What follows belongs to an exercise in optimizing a design on an open flow for small area, a short achievable clock period and few clock cycles; a production flow would make more cautious choices.
The RTL was checked by simulation tests, not by an equivalence proof against the original design.

==> design/flow/design.v <==
module HT_TOP(
    input clk,
    input rst_n,
    input in_valid,
    input [2:0] in_weight,
    input out_mode,
    output reg out_valid,
    output reg out_code
);
function [3:0] add3(input [2:0] a, input [2:0] b);
    reg [2:0] g, p; reg [3:0] c;
    begin
        g = a & b; p = a ^ b;
        c[0] = 1'b0;
        c[1] = g[0];
        c[2] = g[1] | (p[1] & g[0]);
        c[3] = g[2] | (p[2] & g[1]) | (p[2] & p[1] & g[0]);
        add3 = {c[3], p ^ c[2:0]};
    end
endfunction
function [5:0] add6(input [5:0] a, input [5:0] b);
    reg [5:0] g, p, c;
    begin
        g = a & b; p = a ^ b;
        c[0] = 1'b0;
        c[1] = g[0];
        c[2] = g[1] | (p[1] & g[0]);
        c[3] = g[2] | (p[2] & g[1]) | (p[2] & p[1] & g[0]);
        c[4] = g[3] | (p[3] & g[2]) | (p[3] & p[2] & g[1]) | (p[3] & p[2] & p[1] & g[0]);
        c[5] = g[4] | (p[4] & g[3]) | (p[4] & p[3] & g[2]) | (p[4] & p[3] & p[2] & g[1])
             | (p[4] & p[3] & p[2] & p[1] & g[0]);
        add6 = p ^ c;
    end
endfunction
function ge3(input [2:0] a, input [2:0] b);
    reg [2:0] gt, lt;
    begin
        gt = a & ~b; lt = ~a & b;
        ge3 = ~(lt[2] | (~gt[2] & (lt[1] | (~gt[1] & lt[0]))));
    end
endfunction
function ge6(input [5:0] a, input [5:0] b);
    reg [5:0] gt, lt;
    begin
        gt = a & ~b; lt = ~a & b;
        ge6 = ~(lt[5] | (~gt[5] & (lt[4] | (~gt[4] & (lt[3] | (~gt[3] &
              (lt[2] | (~gt[2] & (lt[1] | (~gt[1] & lt[0]))))))))));
    end
endfunction
reg       iv;               
reg       om;               
always @(posedge clk or negedge rst_n) begin
    if (!rst_n)
        iv <= 1'b0;
    else
        iv <= in_valid;
end
always @(posedge clk) begin
    om <= out_mode;
end
localparam IDLE = 2'd0, IN = 2'd1, MERGE = 2'd2, OUT = 2'd3;
reg [1:0] phase;
reg [2:0] cnt;
reg [4:0] coh;             
reg       mode;
reg [5:0] w [0:7];
reg [4:0] m [0:7];
reg [5:0] Y;               
reg [6:0] cr [0:4];        
reg [4:0] rootbit;         
reg       rb;              
reg in_phase;               
wire [2:0] k = (phase == IN) ? cnt : 3'd0;    
wire md = (phase == IN) ? mode : om;
reg [4:0] leaf_m;
always @(*) begin
    leaf_m = 5'd0;
    if (!md) begin
        case (k)
            3'd4: leaf_m = 5'b00001;
            3'd5: leaf_m = 5'b00010;
            3'd6: leaf_m = 5'b00100;
            3'd7: leaf_m = 5'b01000;
            3'd3: leaf_m = 5'b10000;
            default: leaf_m = 5'd0;
        endcase
    end else begin
        case (k)
            3'd4: leaf_m = 5'b00001;
            3'd2: leaf_m = 5'b00010;
            3'd5: leaf_m = 5'b00100;
            3'd0: leaf_m = 5'b01000;
            3'd1: leaf_m = 5'b10000;
            default: leaf_m = 5'd0;
        endcase
    end
end
wire [9:0] st, c;
genvar g;
generate
    for (g = 0; g < 8; g = g + 1) begin : cmp
        assign c[g]  = ge6(w[g], Y);
        assign st[g] = (k > 7 - g) && c[g];
    end
endgenerate
assign st[9:8] = 2'b11;
assign c[9:8]  = 2'b11;
wire [5:0] nw = Y;
wire [4:0] nm = in_phase ? leaf_m : (m[0] | m[1]);
wire [5:0] wx [0:9];
wire [4:0] mx [0:9];
generate
    for (g = 0; g < 8; g = g + 1) begin : ext
        assign wx[g] = w[g];
        assign mx[g] = m[g];
    end
endgenerate
assign wx[8] = 6'h3f; assign wx[9] = 6'h3f;
assign mx[8] = 5'd0;  assign mx[9] = 5'd0;
wire [3:0] s_in_a = add3(Y[2:0], w[1][2:0]);
wire [3:0] s_in_b = add3(w[1][2:0], w[2][2:0]);
wire [5:0] s_m_a = add6(Y, w[2]);
wire [5:0] s_m_b = add6(w[2], w[3]);
wire [5:0] s_next = in_phase ? (st[2] ? {2'd0, s_in_a} : {2'd0, s_in_b})
                             : (c[3] ? s_m_a : s_m_b);
wire [7:0] selA, selB;
wire [10:0] dA [0:7];
wire [10:0] dB [0:7];
wire [10:0] dN = {nm, nw};
generate
    for (g = 0; g < 8; g = g + 1) begin : upd
        assign selA[g] = in_phase ? st[g] : (g > 0 ? c[g+1] : 1'b0);
        assign selB[g] = in_phase ? st[g+1] : c[g+2];
        assign dA[g] = in_phase ? {mx[g], wx[g]} : {mx[g+1], wx[g+1]};
        assign dB[g] = in_phase ? {mx[g+1], wx[g+1]} : {mx[g+2], wx[g+2]};
        wire [10:0] nxt = ({11{selA[g]}} & dA[g]) | ({11{~selA[g] & selB[g]}} & dN)
                        | ({11{~selB[g]}} & dB[g]);
        always @(posedge clk) begin
            w[g] <= nxt[5:0];
            m[g] <= nxt[10:6];
        end
    end
endgenerate
always @(posedge clk)
    Y <= ip_next ? {3'd0, in_weight} : s_next;
wire fuse = (phase == MERGE) && (cnt == 3'd5);
wire ip_next = !((phase == IN && cnt == 3'd7) || (phase == MERGE && !fuse));
integer j;
always @(posedge clk) begin
    for (j = 0; j < 5; j = j + 1) begin
        if (phase == IDLE || phase == IN)
            cr[j] <= 7'd1;
        else if (phase == MERGE) begin
            if (m[0][j] | m[1][j])
                cr[j] <= {cr[j][5:0], m[0][j]};
            if (fuse)
                rootbit[j] <= ~((m[0][j] | m[1][j]) ^ c[2]);
        end else if (coh[j] && !rb)
            cr[j] <= {1'b0, cr[j][6:1]};
    end
end
reg [4:0] emp, lst, top;
always @(*) begin
    for (j = 0; j < 5; j = j + 1) begin
        emp[j] = (cr[j] == 7'd1);
        lst[j] = (cr[j][6:1] == 6'd1);
        top[j] = cr[j][0];
    end
end
wire cempty = |(coh & emp);
wire last = |(coh & lst);
wire adv = rb ? cempty : last;       
wire empty0 = (cr[0] == 7'd1) && !(m[0][0] | m[1][0]);
always @(posedge clk or negedge rst_n) begin
    if (!rst_n) begin
        phase <= IDLE;
        out_valid <= 1'b0;
        out_code <= 1'b0;
    end else begin
        case (phase)
            IDLE: begin
                out_valid <= 1'b0;
                if (iv) phase <= IN;
            end
            IN: begin
                if (cnt == 3'd7) phase <= MERGE;
            end
            MERGE: begin
                if (fuse) begin
                    phase <= OUT;
                    out_valid <= 1'b1;
                    out_code <= ~((m[0][0] | m[1][0]) ^ c[2]);
                end
            end
            OUT: begin
                out_code <= |(coh & (rb ? rootbit : top));
                if (adv && coh[4]) phase <= IDLE;
            end
        endcase
    end
end
always @(posedge clk or negedge rst_n) begin
    if (!rst_n)
        in_phase <= 1'b1;
    else
        in_phase <= ip_next;
end
always @(posedge clk) begin
    case (phase)
        IDLE: begin
            cnt <= 3'd1;
            mode <= om;
        end
        IN: cnt <= cnt + 3'd1;
        MERGE: begin
            cnt <= cnt + 3'd1;
            coh <= empty0 ? 5'b00010 : 5'b00001;
            rb <= empty0;
        end
        OUT: begin
            if (adv) begin
                coh <= {coh[3:0], 1'b0};
                rb <= 1'b1;
            end else
                rb <= 1'b0;
        end
    endcase
end
endmodule
==> design/flow/run.sh <==
#!/bin/bash
# synth_recipe.tcl (not shown) runs the flow's synth.tcl, then flattens the netlist and writes it again
# the make line also repeats each setting of config.mk as NAME=value (left out here)
make -C /OpenROAD-flow-scripts/flow DESIGN_CONFIG=/design/flow/config.mk WORK_HOME=/design/flow/orfs CLKGATE_MAP_FILE= SYNTH_SCRIPT=/design/flow/synth_recipe.tcl finish
==> design/flow/config.mk <==
export PLATFORM = sky130hd
export DESIGN_NAME = HT_TOP
export DESIGN_NICKNAME = HT_TOP
export VERILOG_FILES = /design/flow/design.v
export SDC_FILE = /design/flow/constraint.sdc
export NUM_CORES = 4
export LEC_CHECK = 0
export ABC_AREA = 1
export CAP_MARGIN = 20
export CORE_MARGIN = 2
export CORE_UTILIZATION = 40
export SETUP_SLACK_MARGIN = 3.6
export SLEW_MARGIN = 20
==> design/flow/constraint.sdc <==
create_clock -name core_clock -period 6.0 [get_ports {clk}]
set_input_delay 1.2000 -clock core_clock [delete_from_list [all_inputs] [get_ports {clk}]]
set_output_delay 1.2000 -clock core_clock [all_outputs]
set_load 0.01 [all_outputs]
==> impl_metrics.py, run 1 <==
metrics = {
    "run_status": {
        "status": "complete, no violations",
    },
    "cts": {
        "cts_htree_levels": 4,
        "cts_buffer_depth": 2,
        "clkSlewWorstSetupHoldPaths_ps": 60,
        "cts_num_sinks": 145,
        "clock_insertion_delay_worst_skew_ps": 440,
        "numCtsBuffers": 17,
        "clock_tree_from_tritoncts": "yes",
        "cts-root-buf": "sky130_fd_sc_hd__clkbuf_16",
    },
    "timing": {
        "max-slew-margin-rel_pct": 62.3,
        "min_period_ps": 2290,
        "rsz0062_at_grt": "true",
        "finalCritPeriodShare_pct": 38.2,
        "timing.fmax_mhz": 436,
        "report.final.setup_viol": 0,
        "final_max_slew_viol_count": 0,
        "tightest_slew_ps": 560,
        "timing.setup.tns_ps": 0,
        "clock_skew_ps": 10.5,
        "final_hold_viols": 0,
    },
    "synthesis": {
        "post-synth-top-area-fraction_pct": 27.6,
        "ys_seq_area_share_pct": 34.3,
        "dominant_cell_by_count_in_the_synthesized_netlist": "sky130_fd_sc_hd__nand2_1",
        "synth-main-ff-cell": "sky130_fd_sc_hd__dfxtp_1",
        "syn-cell-area_um2": 8990,
        "yosysTopAreaCell": "sky130_fd_sc_hd__dfxtp_1",
        "yosys_warnings": 4,
        "synth_seq_cells": 145,
        "synthTopCellsByCount": "430 x sky130_fd_sc_hd__nand2_1, 166 x sky130_fd_sc_hd__inv_1, 158 x sky130_fd_sc_hd__nand3_1",
        "synth_area_leaders": "sky130_fd_sc_hd__dfxtp_1 28%, sky130_fd_sc_hd__nand2_1 18%, sky130_fd_sc_hd__nand3_1 8.8%",
        "synth_cell_type_count": 44,
        "syn_nets": 1415,
        "synthesis.instances": 1364,
        "synth-edff-count": 15,
        "postSynth.asyncResetShare_pct": 4.14,
        "syn_area_per_cell_um2": 6.59,
    },
    "worst_setup_path": {
        "critPathLaunchType": "flip-flop",
        "cpPeakStageDelay_ps": 380,
        "cp_cell_sequence": "dlygate4sd2_1",
        "timing.critical_path.fanout_max": 2,
        "timing.critical_path.required_ps": 4800,
        "crit_path_end_kind": "output port",
        "worst-setup-path-type": "flip-flop to output port",
        "worst_path_dominant_cell_family": "flip-flops",
        "cp.buffers_inverters": 1,
        "critical_path_arrival_ps": 1090,
        "critical_path.slowest_cell": "sky130_fd_sc_hd__dfrtp_1",
    },
    "route": {
        "detail-route-antenna-nets": 0,
        "post-route-drc-count": 0,
        "via_per_inst": 5.33,
        "drt-wirelength-per-cell_um": 15.5,
        "postRouteWirelength_mm": 25.2,
        "drtPass1Iterations": 5,
        "drt_iter0_markers": 753,
        "vias": 8678,
    },
    "die": {
        "io-pin-count": 9,
        "placeableCoreArea_um2": 22000,
        "die_height_um": 154,
        "start_util_pct": 41.0,
        "std_cell_rows": 54,
        "die_x_um": 154,
        "die_area_um2": 23700,
    },
    "finish": {
        "insertedDiodeCount": 0,
        "final_net_count": 1387,
        "nFillCells": 2283,
        "area_growth_pct": 10.9,
        "drive_gt1_share_pct": 8.15,
        "final_design_utilization_pct": 45.4,
        "post_layout_nonfiller_instances": 1629,
    },
    "global_route": {
        "gr-total-overflow": 0,
        "wire_length_of_the_first_global_routing_pass_mm": 42.1,
        "grt_usage_pct": 21.9,
        "grt_pass1_vias": 8071,
        "largest_net_degree_at_the_start_of_global_routing": 46,
        "grt_antenna_before_repair": 0,
    },
    "placed_design": {
        "last_weighted_congestion_value_of_the_routability_driven_placer": 0.846,
        "io_buffers": 8,
        "dpl.hpwl_mm": 16.7,
        "dp_cells": 1590,
    },
    "job": {
        "cap_violations": 0,
    },
    "min_path": {
        "min_path_type": "flip-flop to flip-flop",
    },
}
-- sequential cells by signal, indices dropped and copies added (netlist names) --
register / flops
Y: 6
cnt: 3
coh: 5
cr: 35
in_phase: 1
iv: 1
m: 40
mode: 1
om: 1
out_code: 1
out_valid: 1
phase: 2
rb: 1
rootbit: 5
w: 42
-- metrics by stage --
step | hold WS (ps) | area, µm² | setup slack [ps]
after global routing | 449 | 9970 | 3530
after detailed placement | 426 | 9110 | 2790
final | 440 | 9970 | 3710
after floorplan | 408 | 8990 | 3980
after global placement | 426 | 9110 | 2820
after CTS | 441 | 9860 | 3620
-- final timing paths --
| path | from | end | slack, ps | cells past startpoint |
|---|---|---|---|---|
| max | out_valid$_DFFE_PN0P_ | out_valid | 3710 | 1 |
| min | om$_DFF_P_ | mode$_DFFE_PP_ | 440 | 0 |
| max reg2reg | phase[1]$_DFFE_PN0P_ | m[5][3]$_DFF_P_ | 3710 | 11 |
| min reg2reg | om$_DFF_P_ | mode$_DFFE_PP_ | 440 | 0 |
| max in group asynchronous | rst_n | in_phase$_DFF_PN1_ | 4690 | 1 |
| min in group asynchronous | rst_n | iv$_DFF_PN0_ | 1030 | 1 |
-- per-layer routing --
layer  vias to the layer above  wire length, µm  global-route usage [%]
met3                        30             1360                    2.73
met2                       248            10900                    33.6
met5                         -                0                       0
met4                         0              351                    5.43
met1                      4027            12600                    32.4
li1                       4373                -                       -
-- placed cells by master, fill, tap and decap left out, types with 9 or more instances in the layout --
master                        n
sky130_fd_sc_hd__dfxtp_1    121
sky130_fd_sc_hd__o21ai_1      9
sky130_fd_sc_hd__inv_6        9
sky130_fd_sc_hd__nand2_1    428
sky130_fd_sc_hd__ha_1        38
sky130_fd_sc_hd__a21oi_1     34
sky130_fd_sc_hd__edfxtp_1    15
sky130_fd_sc_hd__inv_2       14
sky130_fd_sc_hd__nor2_1      39
sky130_fd_sc_hd__inv_1      161
sky130_fd_sc_hd__nand4_1     18
sky130_fd_sc_hd__o22ai_1     18
sky130_fd_sc_hd__a31oi_1     25
sky130_fd_sc_hd__nand3_1    157
sky130_fd_sc_hd__o21ai_0    120
sky130_fd_sc_hd__clkbuf_16   17
sky130_fd_sc_hd__o211ai_1    11
-- what timing repair did --
action / 4_1_cts / 5_1_grt
buffers inserted: 4 / 0
endpoints found under the setup margin: 103 / 104
pin swaps: 0 / 1
hold buffers: 0 / 0
cloned: 1 / 2
gates resized for setup: 30 / 30
-- cell families after synthesis --
| group | Yosys count | synth area share [%] |
|---|---|---|
| xor gates and xnor gates | 10 | 0.974 |
| buffers and inverters | 255 | 12.1 |
| adders and majority gates | 44 | 6.46 |
| and+or+nand+nor | 682 | 32.4 |
| AOI/OAI and AO/OA | 228 | 13.8 |
| DFF | 145 | 34.3 |
-- layout make-up --
class | count | area, µm² | area share, %
multi-input combinational | 966 | 5000 | 50.2
sequential | 145 | 3090 | 31.0
inverter | 184 | 718 | 7.20
clock inverter | 15 | 124 | 1.24
timing repair buffer | 22 | 259 | 2.60
clock buffer | 17 | 425 | 4.26
tap | 280 | 350 | 3.51
Testbench counts, summed over its fixed seeds: cycles 17,157.
==> run 2: changes to the inputs <==
--- a/design/flow/config.mk
+++ b/design/flow/config.mk
@@ -9,5 +9,5 @@
 export CAP_MARGIN = 20
 export CORE_MARGIN = 2
 export CORE_UTILIZATION = 40
-export SETUP_SLACK_MARGIN = 3.6
+export SETUP_SLACK_MARGIN = 3.75
 export SLEW_MARGIN = 20
==> run 2 against run 1 <==
Net effect: synthesized cell count is the same; critical endpoint is now w[6][2]$_DFF_P_; fmax grew 6.4%; still clean on timing, DRC and antenna; sequential share of layout area shrank 0.67 points; hold slack is essentially flat; cell count grew 1.1%; setup slack gained 140 ps; register-to-register slack gained 140 ps; highest routed layer unchanged; non-clock buffer count grew 14.
==> impl_metrics.py, run 2 <==
metrics = {
    "synthesis": {
        "post-synth-top-area-fraction_pct": 27.6,
        "ys_seq_area_share_pct": 34.3,
        "syn-cell-area_um2": 8990,
        "yosysTopAreaCell": "sky130_fd_sc_hd__dfxtp_1",
        "yosys_warnings": 4,
        "synth_seq_cells": 145,
        "postSynth.asyncResetShare_pct": 4.14,
        "synth_area_leaders": "sky130_fd_sc_hd__dfxtp_1 28%, sky130_fd_sc_hd__nand2_1 18%, sky130_fd_sc_hd__nand3_1 8.8%",
        "syn_area_per_cell_um2": 6.59,
        "synthesis.instances": 1364,
        "synth_cell_type_count": 44,
        "dominant_cell_by_count_in_the_synthesized_netlist": "sky130_fd_sc_hd__nand2_1",
        "synth-main-ff-cell": "sky130_fd_sc_hd__dfxtp_1",
        "synthTopCellsByCount": "430 x sky130_fd_sc_hd__nand2_1, 166 x sky130_fd_sc_hd__inv_1, 158 x sky130_fd_sc_hd__nand3_1",
        "syn_nets": 1415,
        "synth-edff-count": 15,
    },
    "global_route": {
        "largest_net_degree_at_the_start_of_global_routing": 46,
        "grt_usage_pct": 22.0,
        "wire_length_of_the_first_global_routing_pass_mm": 42.4,
        "gr-total-overflow": 0,
        "grt_antenna_before_repair": 0,
        "grt_busiest_layer": "met2",
        "gr-usage-met1_pct": 32.6,
        "grt_pass1_vias": 8125,
        "met3_usage_pct": 2.79,
        "global_route.usage.met2_pct": 33.9,
    },
    "route": {
        "via_per_inst": 5.33,
        "postRouteWirelength_mm": 25.6,
        "drt-wirelength-per-cell_um": 15.5,
        "vias": 8773,
        "drtPass1Iterations": 5,
        "detail-route-antenna-nets": 0,
        "drt_iter0_markers": 772,
        "post-route-drc-count": 0,
    },
    "die": {
        "die_height_um": 154,
        "io-pin-count": 9,
        "die_area_um2": 23700,
        "die_x_um": 154,
        "placeableCoreArea_um2": 22000,
        "std_cell_rows": 54,
        "start_util_pct": 41.0,
    },
    "finish": {
        "insertedDiodeCount": 0,
        "register_containing_the_most_flip_flops_in_the_final_layout": "w",
        "largest_registers": "w (42), m (40), cr (35)",
        "area.sequential_um2": 3090,
        "post_layout_nonfiller_instances": 1647,
        "final_net_count": 1405,
        "most_common_cell_after_layout_fill_and_taps_aside": "sky130_fd_sc_hd__nand2_1",
        "final_cell_mix": "426 x sky130_fd_sc_hd__nand2_1, 161 x sky130_fd_sc_hd__inv_1, 156 x sky130_fd_sc_hd__nand3_1",
        "largest_reg_flops": 42,
        "drive_gt1_share_pct": 9.80,
        "finalInstanceArea_um2": 10200,
        "area_growth_pct": 13.4,
        "multi_input_comb_area_um2": 5100,
        "nFillCells": 2270,
    },
    "placed_design": {
        "last_weighted_congestion_value_of_the_routability_driven_placer": 0.846,
        "dpl_worst_slack_ps": 2790,
        "dp_cells": 1590,
        "area_of_placed_instances_um2": 9110,
        "dpl.hpwl_mm": 16.7,
        "io_buffers": 8,
    },
    "cts": {
        "hold_buffers": 0,
        "cts-root-buf": "sky130_fd_sc_hd__clkbuf_16",
        "cts_htree_levels": 4,
        "cts_buffer_depth": 2,
        "clock_tree_from_tritoncts": "yes",
        "cts_num_sinks": 145,
        "numCtsBuffers": 17,
        "clkSlewWorstSetupHoldPaths_ps": 70,
        "clock_insertion_delay_worst_skew_ps": 430,
    },
    "worst_setup_path": {
        "critPathLaunchType": "flip-flop",
        "timing.critical_path.fanout_max": 7,
        "reg2reg_setup_slack_ps": 3840,
        "timing.critical_path.required_ps": 6380,
        "crit_path_end_kind": "flip-flop",
        "critical_path_arrival_ps": 2540,
        "ff2ff_path_depth": 12,
        "worst-setup-path-type": "flip-flop to flip-flop",
    },
    "timing": {
        "tightest_slew_ps": 497,
        "report.final.setup_viol": 0,
        "timing.fmax_mhz": 464,
        "finalCritPeriodShare_pct": 35.9,
        "min_period_ps": 2160,
        "max-slew-margin-rel_pct": 66.9,
        "timing.setup.tns_ps": 0,
        "rsz0062_at_grt": "true",
        "layout_setup_ws_ps": 3840,
        "final_hold_viols": 0,
        "clock_skew_ps": 9.25,
        "final_max_slew_viol_count": 0,
    },
    "min_path": {
        "min_path_type": "flip-flop to flip-flop",
        "whs_path_depth": 0,
    },
    "job": {
        "cap_violations": 0,
    },
    "run_status": {
        "status": "complete, no violations",
    },
}
## run 2: worst paths after layout
check	endpoint	startpoint
setup / recovery	w[6][2]$_DFF_P_	phase[1]$_DFFE_PN0P_
hold / removal	mode$_DFFE_PP_	om$_DFF_P_
setup reg to reg	w[6][2]$_DFF_P_	phase[1]$_DFFE_PN0P_
hold reg to reg	mode$_DFFE_PP_	om$_DFF_P_
max in group asynchronous	in_phase$_DFF_PN1_	rst_n
min in group asynchronous	iv$_DFF_PN0_	rst_n
## run 2: what timing repair did
item	4_1_cts	5_1_grt
resized for setup	53	31
setup buffers	6	12
setup endpoints to repair	124	110
gates cloned	3	4
pin swaps	3	4
## run 2: kinds of logic (layout without fill, tap and decap cells)
group | after synthesis | in the layout | share of synthesized area, %
AOI/OAI and AO/OA | 228 | 228 | 13.8
xor gates and xnor gates | 10 | 10 | 0.974
adders and majority gates | 44 | 44 | 6.46
buffers and inverters | 255 | 252 | 12.1
DFF | 145 | 145 | 34.3
and+or+nand+nor | 682 | 688 | 32.4
## run 2: cell type report
cell class / instances / area share, %
Clock buffer: 17 / 4.17
Timing Repair Buffer: 36 / 3.74
Clock inverter: 15 / 1.21
Multi-Input combinational cell: 970 / 50.0
Tap cell: 280 / 3.44
Inverter: 184 / 7.12
Sequential cell: 145 / 30.3
## run 2: metal layers
layer,up-vias,wire (µm)
li1,4415,-
met4,0,331
met2,224,11300
met1,4109,12800
met5,-,0
met3,25,1140
## run 2: worst max-delay path: stages, from the launching register on
cell,delay (ps)
sky130_fd_sc_hd__dfrtp_2,450
sky130_fd_sc_hd__inv_1,140
sky130_fd_sc_hd__ha_4,200
sky130_fd_sc_hd__nand2_1,150
sky130_fd_sc_hd__nand2_1,180
sky130_fd_sc_hd__nand2_2,130
sky130_fd_sc_hd__nand3b_1,320
sky130_fd_sc_hd__nand2_4,200
sky130_fd_sc_hd__buf_12,130
sky130_fd_sc_hd__nand2_1,50
sky130_fd_sc_hd__nand2_1,80
sky130_fd_sc_hd__inv_1,40
sky130_fd_sc_hd__nand2_1,40
## run 2: stage by stage
stage          hold WS [ps]  util, %
2_1_floorplan           408        -
3_3_place_gp            426     41.5
3_5_place_dp            426     41.5
4_1_cts                 441     45.4
5_1_grt                 449     46.4
6_report                441     46.4
==> run 3: changes to the inputs <==
--- a/design/flow/design.v
+++ b/design/flow/design.v
@@ -48,7 +48,6 @@
     end
 endfunction
 reg       iv;               
-reg       om;               
 always @(posedge clk or negedge rst_n) begin
     if (!rst_n)
         iv <= 1'b0;
@@ -56,13 +55,11 @@
         iv <= in_valid;
 end
 always @(posedge clk) begin
-    om <= out_mode;
 end
 localparam IDLE = 2'd0, IN = 2'd1, MERGE = 2'd2, OUT = 2'd3;
 reg [1:0] phase;
-reg [2:0] cnt;
+reg [2:0] cnt;             
 reg [4:0] coh;             
-reg       mode;
 reg [5:0] w [0:7];
 reg [4:0] m [0:7];
 reg [5:0] Y;               
@@ -70,8 +67,8 @@
 reg [4:0] rootbit;         
 reg       rb;              
 reg in_phase;               
-wire [2:0] k = (phase == IN) ? cnt : 3'd0;    
-wire md = (phase == IN) ? mode : om;
+wire [2:0] k = cnt;         
+wire md = mode;
 reg [4:0] leaf_m;
 always @(*) begin
     leaf_m = 5'd0;
@@ -205,15 +202,21 @@
     else
         in_phase <= ip_next;
 end
+always @(posedge clk or negedge rst_n) begin
+    if (!rst_n)
+        cnt <= 3'd0;
+    else if ((phase == IDLE && iv) || phase == IN || (phase == MERGE && !fuse))
+        cnt <= cnt + 3'd1;
+    else if (fuse)
+        cnt <= 3'd0;
+end
+reg mode;
+always @(posedge clk)
+    if (in_valid && !iv)
+        mode <= out_mode;
 always @(posedge clk) begin
     case (phase)
-        IDLE: begin
-            cnt <= 3'd1;
-            mode <= om;
-        end
-        IN: cnt <= cnt + 3'd1;
         MERGE: begin
-            cnt <= cnt + 3'd1;
             coh <= empty0 ? 5'b00010 : 5'b00001;
             rb <= empty0;
         end
--- a/design/flow/config.mk
+++ b/design/flow/config.mk
@@ -9,5 +9,5 @@
 export CAP_MARGIN = 20
 export CORE_MARGIN = 2
 export CORE_UTILIZATION = 40
-export SETUP_SLACK_MARGIN = 3.75
+export SETUP_SLACK_MARGIN = 3.6
 export SLEW_MARGIN = 20
==> run 3 against run 2 <==
Net effect: hold slack improved by 28 ps; design area rose by 1.5%; synthesized area is 4.0% higher; routed wire length grew 5.6%; sequential share of layout area is 0.43 points higher; critical path type is now flip-flop to output port; register-to-register slack worse by 90 ps.
==> impl_metrics.py, run 3 <==
metrics = {
    "route": {
        "drt_iter0_markers": 818,
        "via_per_inst": 5.31,
        "detail-route-antenna-nets": 0,
        "vias": 9030,
        "drtPass1Iterations": 5,
        "postRouteWirelength_mm": 27.0,
        "drt-wirelength-per-cell_um": 15.9,
        "post-route-drc-count": 0,
    },
    "worst_setup_path": {
        "worst_path_dominant_cell_family": "flip-flops",
        "worst-setup-path-type": "flip-flop to output port",
        "cp.buffers_inverters": 1,
        "crit_path_end_kind": "output port",
        "reg2reg_setup_slack_ps": 3750,
        "cp_cell_sequence": "dlygate4sd2_1",
        "cp_num_cells": 1,
        "crit_end": "out_code",
        "cpPeakStageDelay_ps": 400,
        "critical_path_arrival_ps": 1120,
        "timing.critical_path.fanout_max": 2,
        "critical_path.slowest_cell": "sky130_fd_sc_hd__dfrtp_1",
        "critical_path.reg2reg.endpoint": "w[2][1]$_DFF_P_",
        "worst_r2r_startpoint": "in_phase$_DFF_PN1_",
        "ff2ff_path_depth": 8,
        "crit_path_start": "out_code$_DFFE_PN0P_",
        "critPathLaunchType": "flip-flop",
        "timing.critical_path.required_ps": 4800,
    },
    "die": {
        "die_height_um": 157,
        "std_cell_rows": 55,
        "start_util_pct": 41.1,
        "io-pin-count": 9,
        "die_x_um": 157,
        "placeableCoreArea_um2": 22800,
        "die_area_um2": 24600,
    },
    "synthesis": {
        "ys_seq_area_share_pct": 33.9,
        "syn-cell-area_um2": 9350,
        "postSynth.asyncResetShare_pct": 6.00,
        "dominant_cell_by_count_in_the_synthesized_netlist": "sky130_fd_sc_hd__nand2_1",
        "synthTopCellsByCount": "436 x sky130_fd_sc_hd__nand2_1, 196 x sky130_fd_sc_hd__nand3_1, 151 x sky130_fd_sc_hd__inv_1",
        "synth_cell_type_count": 53,
        "yosys_warnings": 4,
        "synth_area_leaders": "sky130_fd_sc_hd__dfxtp_1 28%, sky130_fd_sc_hd__nand2_1 17%, sky130_fd_sc_hd__nand3_1 10%",
        "synth-main-ff-cell": "sky130_fd_sc_hd__dfxtp_1",
        "synth-edff-count": 12,
        "synthesis.instances": 1397,
        "yosysTopAreaCell": "sky130_fd_sc_hd__dfxtp_1",
        "post-synth-top-area-fraction_pct": 27.6,
        "syn_area_per_cell_um2": 6.69,
        "synth_seq_cells": 150,
        "syn_nets": 1450,
    },
    "finish": {
        "final_net_count": 1426,
        "register_containing_the_most_flip_flops_in_the_final_layout": "w",
        "largest_reg_flops": 48,
        "largest_registers": "w (48), m (40), cr (35)",
        "nFillCells": 2317,
        "most_common_cell_after_layout_fill_and_taps_aside": "sky130_fd_sc_hd__nand2_1",
        "insertedDiodeCount": 0,
        "area_growth_pct": 10.6,
        "final_cell_mix": "433 x sky130_fd_sc_hd__nand2_1, 194 x sky130_fd_sc_hd__nand3_1, 148 x sky130_fd_sc_hd__inv_1",
        "post_layout_nonfiller_instances": 1699,
        "drive_gt1_share_pct": 8.23,
    },
    "cts": {
        "numCtsBuffers": 17,
        "cts_num_sinks": 150,
        "clkSlewWorstSetupHoldPaths_ps": 70,
        "clock_insertion_delay_worst_skew_ps": 430,
        "clock_tree_from_tritoncts": "yes",
        "hold_buffers": 0,
        "cts_buffer_depth": 2,
        "cts_htree_levels": 4,
        "cts-root-buf": "sky130_fd_sc_hd__clkbuf_16",
    },
    "placed_design": {
        "dpl.hpwl_mm": 17.5,
        "last_weighted_congestion_value_of_the_routability_driven_placer": 0.837,
        "io_buffers": 8,
        "dp_cells": 1654,
    },
    "timing": {
        "clock_skew_ps": 13.9,
        "finalCritPeriodShare_pct": 38.7,
        "report.final.setup_viol": 0,
        "final_hold_viols": 0,
        "timing.fmax_mhz": 431,
        "rsz0062_at_grt": "true",
        "min_period_ps": 2320,
        "timing.setup.tns_ps": 0,
        "max-slew-margin-rel_pct": 39.9,
        "final_max_slew_viol_count": 0,
        "tightest_slew_ps": 902,
    },
    "global_route": {
        "wire_length_of_the_first_global_routing_pass_mm": 44.5,
        "largest_net_degree_at_the_start_of_global_routing": 70,
        "grt_pass1_vias": 8405,
        "grt_usage_pct": 22.5,
        "grt_antenna_before_repair": 0,
        "gr-total-overflow": 0,
    },
    "job": {
        "cap_violations": 0,
    },
    "run_status": {
        "status": "complete, no violations",
    },
    "min_path": {
        "min_from": "cr[0][0]$_SDFFE_PP1P_",
        "min_path_type": "flip-flop to flip-flop",
    },
}
==> run 3: area by class of cell <==
class	instances	area [µm²]	share of cell area, %
Tap cell	313	392	3.79
Sequential cell	150	3180	30.8
Clock inverter	12	163	1.57
Timing Repair Buffer	24	245	2.37
Inverter	170	664	6.42
Multi-Input combinational cell	1010	5220	50.4
Clock buffer	20	479	4.63
==> run 3: worst min-delay path: stages (launching register included) <==
cell and delay (ps):
sky130_fd_sc_hd__dfxtp_1 310, sky130_fd_sc_hd__nand2_1 50, sky130_fd_sc_hd__a31oi_1 70
==> run 3: worst min path at each step <==
stage / cells past startpoint / to / slack (ps)
after floorplan: 2 / w[0][0]$_DFF_P_ / 440
after global placement: 2 / cr[0][1]$_SDFFE_PP0P_ / 460
after detailed placement: 2 / cr[0][1]$_SDFFE_PP0P_ / 460
after CTS: 2 / cr[0][1]$_SDFFE_PP0P_ / 470
after global routing: 2 / cr[3][1]$_SDFFE_PP0P_ / 500
final: 2 / cr[0][1]$_SDFFE_PP0P_ / 470
==> run 3: kinds of logic after synthesis <==
group | synth area share [%]
xor gates and xnor gates | 0.843
DFF | 33.9
adders and majority gates | 6.47
buffers and inverters | 11.6
AOI/OAI and AO/OA | 12.7
and+or+nand+nor | 34.4
==> run 3: metrics by stage <==
stage,hold WS [ps],area (µm²),utilization (%),setup slack [ps]
4_1_cts,471,10200,44.9,3620
3_3_place_gp,458,9440,41.5,2620
5_1_grt,496,10300,45.4,3590
2_1_floorplan,443,9350,-,4000
3_5_place_dp,461,9440,41.5,2580
6_report,469,10300,45.4,3680
==> run 3: timing repair <==
item,4_1_cts,5_1_grt
buffers inserted,4,5
gates cloned,3,1
gates resized for setup,21,24
pin swaps,3,1
endpoints found under the setup margin,100,93
==> run 3: metal layers <==
metal / global-route usage (%) / part of all wire, %
met5: 0 / 0
met4: 6.77 / 1.6
met3: 4.16 / 6.1
met2: 34.6 / 44
met1: 32.1 / 48
Testbench counts of run 3, summed over its fixed seeds: cycles 17,157.

==> re-timing with driven ports <==
Ports are ideal in the flow. The routed layouts listed here were re-timed in OpenROAD. Step 1: set_driving_cell puts a clkbuf_16 on clk and a buf_2 on each other input, an assumption about the parent block. Step 2 adds t to the input delays and takes it off the output delays; t is the mean of the earliest and latest rising clock arrival at the registers after step 1. Input paths then give back, and output paths get back, about the clock's delay inside the block. a / b / c = ideal / step 1 / step 2; a / b = the first two.
| run | t (ns) | slack for setup (ns) | latest minus earliest clock arrival (ns) | pins driven straight from the clock port |
|---|---|---|---|---|
| run 1 | 0.476 | 3.707 / 3.661 / 3.712 | 0.011 / 0.011 | 1 |
| run 2 | 0.475 | 3.844 / 3.803 / 3.844 | 0.011 / 0.011 | 1 |
| run 3 | 0.466 | 3.678 / 3.636 / 3.749 | 0.017 / 0.016 | 1 |
After both steps setup and hold are still met in every run listed.
